Context: an optimization exercise on an open-source flow, tuned for small area, a short achievable clock period and few clock cycles. The choices shown serve that exercise and are no tape-out recipe.
Where RTL was checked, it was by simulation tests only, not by an equivalence proof against the original.
Power figures rest on the tool's default switching activity, not on a simulated workload.

==> module SME, before the edit <==
module SME(clk,reset,chardata,isstring,ispattern,valid,match,match_index);
  input clk;
  input reset;
  input [7:0] chardata;
  input isstring;
  input ispattern;
  output match;
  output [4:0] match_index;
  output valid;
  reg match;
  reg [4:0] match_index;
  reg valid;
  reg [7:0] s [0:31];        
  reg [5:0] len;             
  reg       prev_str;        
  reg [31:0] eq_r;
  reg        v_r;            
  reg        lit_r, dol_r, star_r, shift_r;
  reg [32:0] D;              
  reg [4:0]  off;            
  reg        star_seen;
  reg [4:0]  start0;         
  integer k, j;
  wire newstr = isstring & ~prev_str;
  always @(posedge clk) begin
    if (isstring) begin
      for (k = 0; k < 31; k = k + 1) s[k] <= s[k+1];
      s[31] <= chardata;
      len <= newstr ? 6'd1 : len + 6'd1;
    end
  end
  reg [31:0] occ, sp;
  always @(*)
    for (k = 0; k < 32; k = k + 1) begin
      occ[k] = ({1'b0, k[5:0]} + {1'b0, len}) >= 7'd32;
      sp[k]  = (s[k] == 8'h20);
    end
  reg [31:0] anch;
  always @(*) begin
    anch[0] = occ[0];
    for (k = 1; k < 32; k = k + 1) anch[k] = occ[k] & (~occ[k-1] | sp[k-1]);
  end
  wire is_dot  = (chardata == ".");
  wire is_dol  = (chardata == "$");
  wire is_star = (chardata == "*");
  wire is_car  = (chardata == "^");
  wire first = ispattern & ~v_r;    
  always @(posedge clk) begin
    for (k = 0; k < 32; k = k + 1) eq_r[k] <= (s[k] == chardata);
    dol_r   <= is_dol;
    star_r  <= is_star;
    lit_r   <= ~(is_dot | is_dol | is_star | is_car);
    shift_r <= ~(is_dol | is_star | is_car);
  end
  always @(posedge clk or posedge reset) begin
    if (reset) begin
      prev_str <= 1'b0;
      v_r <= 1'b0;
      valid <= 1'b0;
    end else begin
      prev_str <= isstring;
      v_r <= ispattern;
      valid <= v_r & ~ispattern;
    end
  end
  reg [32:0] X, Dn;
  reg [32:0] pre [0:6];
  always @(*) begin
    X[31:0] = D[31:0] & (eq_r | {32{~lit_r}}) & (sp | {32{~dol_r}});
    X[32]   = D[32] & ~shift_r;
    pre[0] = X;
    for (j = 0; j < 6; j = j + 1)
      for (k = 0; k < 33; k = k + 1)
        pre[j+1][k] = ((k >> j) & 1) ? (pre[j][k] | pre[j][((k >> j) << j) - 1]) : pre[j][k];
    Dn = X;
    if (shift_r) Dn = {X[31:0], 1'b0};
    if (star_r)  Dn = pre[6];
  end
  reg [31:0] a1; reg [15:0] a2; reg [7:0] a4; reg [3:0] a8; reg [1:0] a16;
  reg [0:0] i1 [0:15]; reg [1:0] i2 [0:7]; reg [2:0] i3 [0:3]; reg [3:0] i4 [0:1];
  reg [4:0] lo;
  always @(*) begin
    for (k = 0; k < 16; k = k + 1) begin
      a2[k] = X[2*k] | X[2*k+1];
      i1[k] = ~X[2*k];
    end
    for (k = 0; k < 8; k = k + 1) begin
      a4[k] = a2[2*k] | a2[2*k+1];
      i2[k] = a2[2*k] ? {1'b0, i1[2*k]} : {1'b1, i1[2*k+1]};
    end
    for (k = 0; k < 4; k = k + 1) begin
      a8[k] = a4[2*k] | a4[2*k+1];
      i3[k] = a4[2*k] ? {1'b0, i2[2*k]} : {1'b1, i2[2*k+1]};
    end
    for (k = 0; k < 2; k = k + 1) begin
      a16[k] = a8[2*k] | a8[2*k+1];
      i4[k] = a8[2*k] ? {1'b0, i3[2*k]} : {1'b1, i3[2*k+1]};
    end
    lo = a16[0] ? {1'b0, i4[0]} : (a16[1] ? {1'b1, i4[1]} : 5'd0);
  end
  wire [4:0] idx_now = lo + off;
  always @(posedge clk) begin
    D <= first ? {1'b0, is_car ? anch : occ} : Dn;
    off <= first ? len[4:0] : off - {4'd0, lit_r | (shift_r & ~lit_r)};
    star_seen <= ~first & (star_seen | star_r);
    if (star_r) start0 <= idx_now;
    match <= |X;
    match_index <= star_seen ? start0 : idx_now;
  end
endmodule
Settings: LEC_CHECK=0, ABC_CLOCK_PERIOD_IN_PS=2800, CAP_MARGIN=20, CORE_MARGIN=2, CORE_UTILIZATION=40, SETUP_SLACK_MARGIN=3.4, SLEW_MARGIN=20; clock period 6.2 ns.
run.sh (not shown) runs the stock make flow with config.mk's settings and CLKGATE_MAP_FILE= SYNTH_SCRIPT=/design/flow/synth_recipe.tcl, a recipe that flattens the netlist after the stock synthesis.
Edit:
--- a/flow/design.v
+++ b/flow/design.v
@@ -12,11 +12,11 @@
   reg valid;
   reg [7:0] s [0:31];        
   reg [5:0] len;             
   reg       prev_str;        
-  reg [31:0] eq_r;
+  reg [31:0] eq_r;           
   reg        v_r;            
-  reg        lit_r, dol_r, star_r, shift_r;
+  reg        dol_r, star_r, shift_r, car_r;
   reg [32:0] D;              
   reg [4:0]  off;            
   reg        star_seen;
   reg [4:0]  start0;         
@@ -28,29 +28,26 @@
       s[31] <= chardata;
       len <= newstr ? 6'd1 : len + 6'd1;
     end
   end
-  reg [31:0] occ, sp;
+  reg [31:0] occ;
   always @(*)
-    for (k = 0; k < 32; k = k + 1) begin
+    for (k = 0; k < 32; k = k + 1)
       occ[k] = ({1'b0, k[5:0]} + {1'b0, len}) >= 7'd32;
-      sp[k]  = (s[k] == 8'h20);
-    end
-  reg [31:0] anch;
-  always @(*) begin
-    anch[0] = occ[0];
-    for (k = 1; k < 32; k = k + 1) anch[k] = occ[k] & (~occ[k-1] | sp[k-1]);
-  end
   wire is_dot  = (chardata == ".");
   wire is_dol  = (chardata == "$");
   wire is_star = (chardata == "*");
   wire is_car  = (chardata == "^");
   wire first = ispattern & ~v_r;    
+  wire need = ~(is_dot | is_star);    
+  wire [7:0] cmp = {chardata[7], chardata[6] & ~is_car, chardata[5] | is_car,
+                    chardata[4:3] & {2{~is_car}}, chardata[2] & ~(is_car | is_dol),
+                    chardata[1] & ~is_car, chardata[0]};
   always @(posedge clk) begin
-    for (k = 0; k < 32; k = k + 1) eq_r[k] <= (s[k] == chardata);
+    for (k = 0; k < 32; k = k + 1) eq_r[k] <= (s[k] == cmp) | ~need;
     dol_r   <= is_dol;
     star_r  <= is_star;
-    lit_r   <= ~(is_dot | is_dol | is_star | is_car);
+    car_r   <= is_car;
     shift_r <= ~(is_dol | is_star | is_car);
   end
   always @(posedge clk or posedge reset) begin
     if (reset) begin
@@ -65,17 +62,19 @@
   end
   reg [32:0] X, Dn;
   reg [32:0] pre [0:6];
   always @(*) begin
-    X[31:0] = D[31:0] & (eq_r | {32{~lit_r}}) & (sp | {32{~dol_r}});
+    X[31:0] = D[31:0] & eq_r;
     X[32]   = D[32] & ~shift_r;
     pre[0] = X;
     for (j = 0; j < 6; j = j + 1)
       for (k = 0; k < 33; k = k + 1)
         pre[j+1][k] = ((k >> j) & 1) ? (pre[j][k] | pre[j][((k >> j) << j) - 1]) : pre[j][k];
     Dn = X;
     if (shift_r) Dn = {X[31:0], 1'b0};
     if (star_r)  Dn = pre[6];
+    if (car_r)
+      begin Dn[0] = D[0]; for (k = 1; k < 33; k = k + 1) Dn[k] = D[k] & (~D[k-1] | eq_r[k-1]); end
   end
   reg [31:0] a1; reg [15:0] a2; reg [7:0] a4; reg [3:0] a8; reg [1:0] a16;
   reg [0:0] i1 [0:15]; reg [1:0] i2 [0:7]; reg [2:0] i3 [0:3]; reg [3:0] i4 [0:1];
   reg [4:0] lo;
@@ -97,12 +96,17 @@
       i4[k] = a8[2*k] ? {1'b0, i3[2*k]} : {1'b1, i3[2*k+1]};
     end
     lo = a16[0] ? {1'b0, i4[0]} : (a16[1] ? {1'b1, i4[1]} : 5'd0);
   end
-  wire [4:0] idx_now = lo + off;
+  wire [4:0] g = lo & off, p = lo ^ off;
+  wire c1 = g[0];
+  wire c2 = g[1] | (p[1] & g[0]);
+  wire c3 = g[2] | (p[2] & g[1]) | (p[2] & p[1] & g[0]);
+  wire c4 = g[3] | (p[3] & g[2]) | (p[3] & p[2] & g[1]) | (p[3] & p[2] & p[1] & g[0]);
+  wire [4:0] idx_now = p ^ {c4, c3, c2, c1, 1'b0};
   always @(posedge clk) begin
-    D <= first ? {1'b0, is_car ? anch : occ} : Dn;
-    off <= first ? len[4:0] : off - {4'd0, lit_r | (shift_r & ~lit_r)};
+    D <= first ? {1'b0, occ} : Dn;
+    off <= first ? len[4:0] : off - {4'd0, shift_r};
     star_seen <= ~first & (star_seen | star_r);
     if (star_r) start0 <= idx_now;
     match <= |X;
     match_index <= star_seen ? start0 : idx_now;
- The new run produced a clean layout
- final cell count falls by a few percent
- total power falls slightly
- sequential power hardly moves
- global-route usage rises by 0.77 points
- final area falls slightly
Testbench counts after the change, summed over its fixed seeds: cycles 16,721.
Function not checked in the first run of this note: the RTL went through the layout flow alone.

========
SME, a different RTL version from the one above (not shown whole).
Size in the first run: roughly 1400 cells after synthesis, ~350 flip-flops, about 19 I/O pins.
==> module SME, before the edit <==
module SME(clk,reset,chardata,isstring,ispattern,valid,match,match_index);
  input clk;
  input reset;
  input [7:0] chardata;
  input isstring;
  input ispattern;
  output match;
  output [4:0] match_index;
  output valid;
  reg match;
  reg [4:0] match_index;
  reg valid;
  reg [7:0] s [0:31];        
  reg [5:0] len;             
  reg       prev_str;        
  reg [31:0] eq_r;
  reg        v_r;            
  reg        need_r, dol_r, star_r, shift_r, car_r;
  reg [32:0] D;              
  reg [4:0]  off;            
  reg        star_seen;
  reg [4:0]  start0;         
  integer k, j;
  wire newstr = isstring & ~prev_str;
  always @(posedge clk) begin
    if (isstring) begin
      for (k = 0; k < 31; k = k + 1) s[k] <= s[k+1];
      s[31] <= chardata;
      len <= newstr ? 6'd1 : len + 6'd1;
    end
  end
  reg [31:0] occ;
  always @(*)
    for (k = 0; k < 32; k = k + 1)
      occ[k] = ({1'b0, k[5:0]} + {1'b0, len}) >= 7'd32;
  wire is_dot  = (chardata == ".");
  wire is_dol  = (chardata == "$");
  wire is_star = (chardata == "*");
  wire is_car  = (chardata == "^");
  wire first = ispattern & ~v_r;    
  wire [7:0] cmp = {chardata[7], chardata[6] & ~is_car, chardata[5] | is_car,
                    chardata[4:3] & {2{~is_car}}, chardata[2] & ~(is_car | is_dol),
                    chardata[1] & ~is_car, chardata[0]};
  always @(posedge clk) begin
    for (k = 0; k < 32; k = k + 1) eq_r[k] <= (s[k] == cmp);
    dol_r   <= is_dol;
    star_r  <= is_star;
    need_r  <= ~(is_dot | is_star | is_car);
    car_r   <= is_car;
    shift_r <= ~(is_dol | is_star | is_car);
  end
  always @(posedge clk or posedge reset) begin
    if (reset) begin
      prev_str <= 1'b0;
      v_r <= 1'b0;
      valid <= 1'b0;
    end else begin
      prev_str <= isstring;
      v_r <= ispattern;
      valid <= v_r & ~ispattern;
    end
  end
  reg [32:0] X, Dn;
  reg [32:0] pre [0:6];
  always @(*) begin
    X[31:0] = D[31:0] & (eq_r | {32{~need_r}});
    X[32]   = D[32] & ~shift_r;
    pre[0] = X;
    for (j = 0; j < 6; j = j + 1)
      for (k = 0; k < 33; k = k + 1)
        pre[j+1][k] = ((k >> j) & 1) ? (pre[j][k] | pre[j][((k >> j) << j) - 1]) : pre[j][k];
    Dn = X;
    if (shift_r) Dn = {X[31:0], 1'b0};
    if (star_r)  Dn = pre[6];
    if (car_r)
      for (k = 1; k < 33; k = k + 1) Dn[k] = X[k] & (~X[k-1] | eq_r[k-1]);
  end
  reg [3:0] any;
  reg [2:0] loc [0:3];
  reg [3:0] sum3 [0:3];
  reg [1:0] hi [0:3];
  reg [4:0] idxb [0:3];
  reg [7:0] xb;
  always @(*) begin
    for (j = 0; j < 4; j = j + 1) begin
      xb = X[8*j +: 8];
      any[j] = |xb;
      loc[j][2] = ~(|xb[3:0]);
      loc[j][1] = loc[j][2] ? ~(|xb[5:4]) : ~(|xb[1:0]);
      loc[j][0] = loc[j][2] ? (loc[j][1] ? ~xb[6] : ~xb[4]) : (loc[j][1] ? ~xb[2] : ~xb[0]);
      sum3[j] = {1'b0, loc[j]} + {1'b0, off[2:0]};
      hi[j] = off[4:3] + j[1:0] + {1'b0, sum3[j][3]};
      idxb[j] = {hi[j], sum3[j][2:0]};
    end
  end
  wire [4:0] idx_now = any[0] ? idxb[0] : any[1] ? idxb[1] : any[2] ? idxb[2] :
                       any[3] ? idxb[3] : off;
  always @(posedge clk) begin
    D <= first ? {1'b0, occ} : Dn;
    off <= first ? len[4:0] : off - {4'd0, shift_r};
    star_seen <= ~first & (star_seen | star_r);
    if (star_r) start0 <= idx_now;
    match <= |X;
    match_index <= star_seen ? start0 : idx_now;
  end
endmodule
export LEC_CHECK = 0
export ABC_CLOCK_PERIOD_IN_PS = 2800
export CAP_MARGIN = 20
export CORE_MARGIN = 2
export CORE_UTILIZATION = 40
export SETUP_SLACK_MARGIN = 3.4
export SLEW_MARGIN = 20
create_clock -name core_clock -period 6.2 [get_ports {clk}]
Edit:
--- a/flow/design.v
+++ b/flow/design.v
@@ -75,26 +75,34 @@
     if (car_r)
       for (k = 1; k < 33; k = k + 1) Dn[k] = X[k] & (~X[k-1] | eq_r[k-1]);
   end
-  reg [3:0] any;
-  reg [2:0] loc [0:3];
-  reg [3:0] sum3 [0:3];
-  reg [1:0] hi [0:3];
-  reg [4:0] idxb [0:3];
-  reg [7:0] xb;
+  reg [31:0] a1; reg [15:0] a2; reg [7:0] a4; reg [3:0] a8; reg [1:0] a16;
+  reg [0:0] i1 [0:15]; reg [1:0] i2 [0:7]; reg [2:0] i3 [0:3]; reg [3:0] i4 [0:1];
+  reg [4:0] lo;
   always @(*) begin
-    for (j = 0; j < 4; j = j + 1) begin
-      xb = X[8*j +: 8];
-      any[j] = |xb;
-      loc[j][2] = ~(|xb[3:0]);
-      loc[j][1] = loc[j][2] ? ~(|xb[5:4]) : ~(|xb[1:0]);
-      loc[j][0] = loc[j][2] ? (loc[j][1] ? ~xb[6] : ~xb[4]) : (loc[j][1] ? ~xb[2] : ~xb[0]);
-      sum3[j] = {1'b0, loc[j]} + {1'b0, off[2:0]};
-      hi[j] = off[4:3] + j[1:0] + {1'b0, sum3[j][3]};
-      idxb[j] = {hi[j], sum3[j][2:0]};
+    for (k = 0; k < 16; k = k + 1) begin
+      a2[k] = X[2*k] | X[2*k+1];
+      i1[k] = ~X[2*k];
     end
+    for (k = 0; k < 8; k = k + 1) begin
+      a4[k] = a2[2*k] | a2[2*k+1];
+      i2[k] = a2[2*k] ? {1'b0, i1[2*k]} : {1'b1, i1[2*k+1]};
+    end
+    for (k = 0; k < 4; k = k + 1) begin
+      a8[k] = a4[2*k] | a4[2*k+1];
+      i3[k] = a4[2*k] ? {1'b0, i2[2*k]} : {1'b1, i2[2*k+1]};
+    end
+    for (k = 0; k < 2; k = k + 1) begin
+      a16[k] = a8[2*k] | a8[2*k+1];
+      i4[k] = a8[2*k] ? {1'b0, i3[2*k]} : {1'b1, i3[2*k+1]};
+    end
+    lo = a16[0] ? {1'b0, i4[0]} : (a16[1] ? {1'b1, i4[1]} : 5'd0);
   end
-  wire [4:0] idx_now = any[0] ? idxb[0] : any[1] ? idxb[1] : any[2] ? idxb[2] :
-                       any[3] ? idxb[3] : off;
+  wire [4:0] g = lo & off, p = lo ^ off;
+  wire c1 = g[0];
+  wire c2 = g[1] | (p[1] & g[0]);
+  wire c3 = g[2] | (p[2] & g[1]) | (p[2] & p[1] & g[0]);
+  wire c4 = g[3] | (p[3] & g[2]) | (p[3] & p[2] & g[1]) | (p[3] & p[2] & p[1] & g[0]);
+  wire [4:0] idx_now = p ^ {c4, c3, c2, c1, 1'b0};
   always @(posedge clk) begin
     D <= first ? {1'b0, occ} : Dn;
     off <= first ? len[4:0] : off - {4'd0, shift_r};
What happened:
- The new run ran to the end with no violations
- cell area goes down by a few percent
- clock skew goes down by 0.0060 ns
- critical path depth goes down by 2
- setup slack loses 0.17 ns
- count of clock-buffer cells in the layout goes up by 7
- global-route usage goes down by 0.45 points
- non-clock buffer count goes down by 24
- hold slack gains 0.0044 ns
- combinational power goes down by a quarter to a third
- wire length goes down by a few percent
- synthesized cell count goes down by a little under a tenth
- via count goes down by a little under a tenth
No run of this note included a check of the RTL's function; only the layout flow was run.

afterwards: timing with drivers on the ports:
How much do the figures lean on ideal ports? The routed layouts below were timed once more, with nothing changed but the port constraints.
Step 1: set_driving_cell puts a clkbuf_16 on clk and a buf_2 on each other input, an assumption about the parent block.
Step 2, shift: input delay + t, output delay - t, t = (earliest + latest rising clock arrival at the registers) / 2. This alone moves slack from input paths to output paths.
a / b / c = ideal ports / drivers / drivers and shift; a / b = the first two.
| run | t (ns) | setup slack, ns | latest minus earliest clock arrival (ns) | slew at the worst register clock pin (ns) | cell pins on the clock port's net |
|---|---|---|---|---|---|
| the first run of note 1 | 0.577 | 2.638 / 2.638 / 2.638 | 0.022 / 0.023 | 0.06 / 0.06 | 1 |
| the second run of note 1 | 0.601 | 3.299 / 3.299 / 2.865 | 0.019 / 0.019 | 0.06 / 0.06 | 1 |
| the first run of note 2 | 0.589 | 3.179 / 3.179 / 2.917 | 0.025 / 0.025 | 0.07 / 0.07 | 1 |
| the second run of note 2 | 0.603 | 3.007 / 3.007 / 2.909 | 0.020 / 0.020 | 0.06 / 0.06 | 1 |
After both steps setup and hold are still met in every run listed. For the second run of note 1, which loses most, drivers alone change the setup slack by 0.000 ns; drivers and shift together by -0.434 ns.
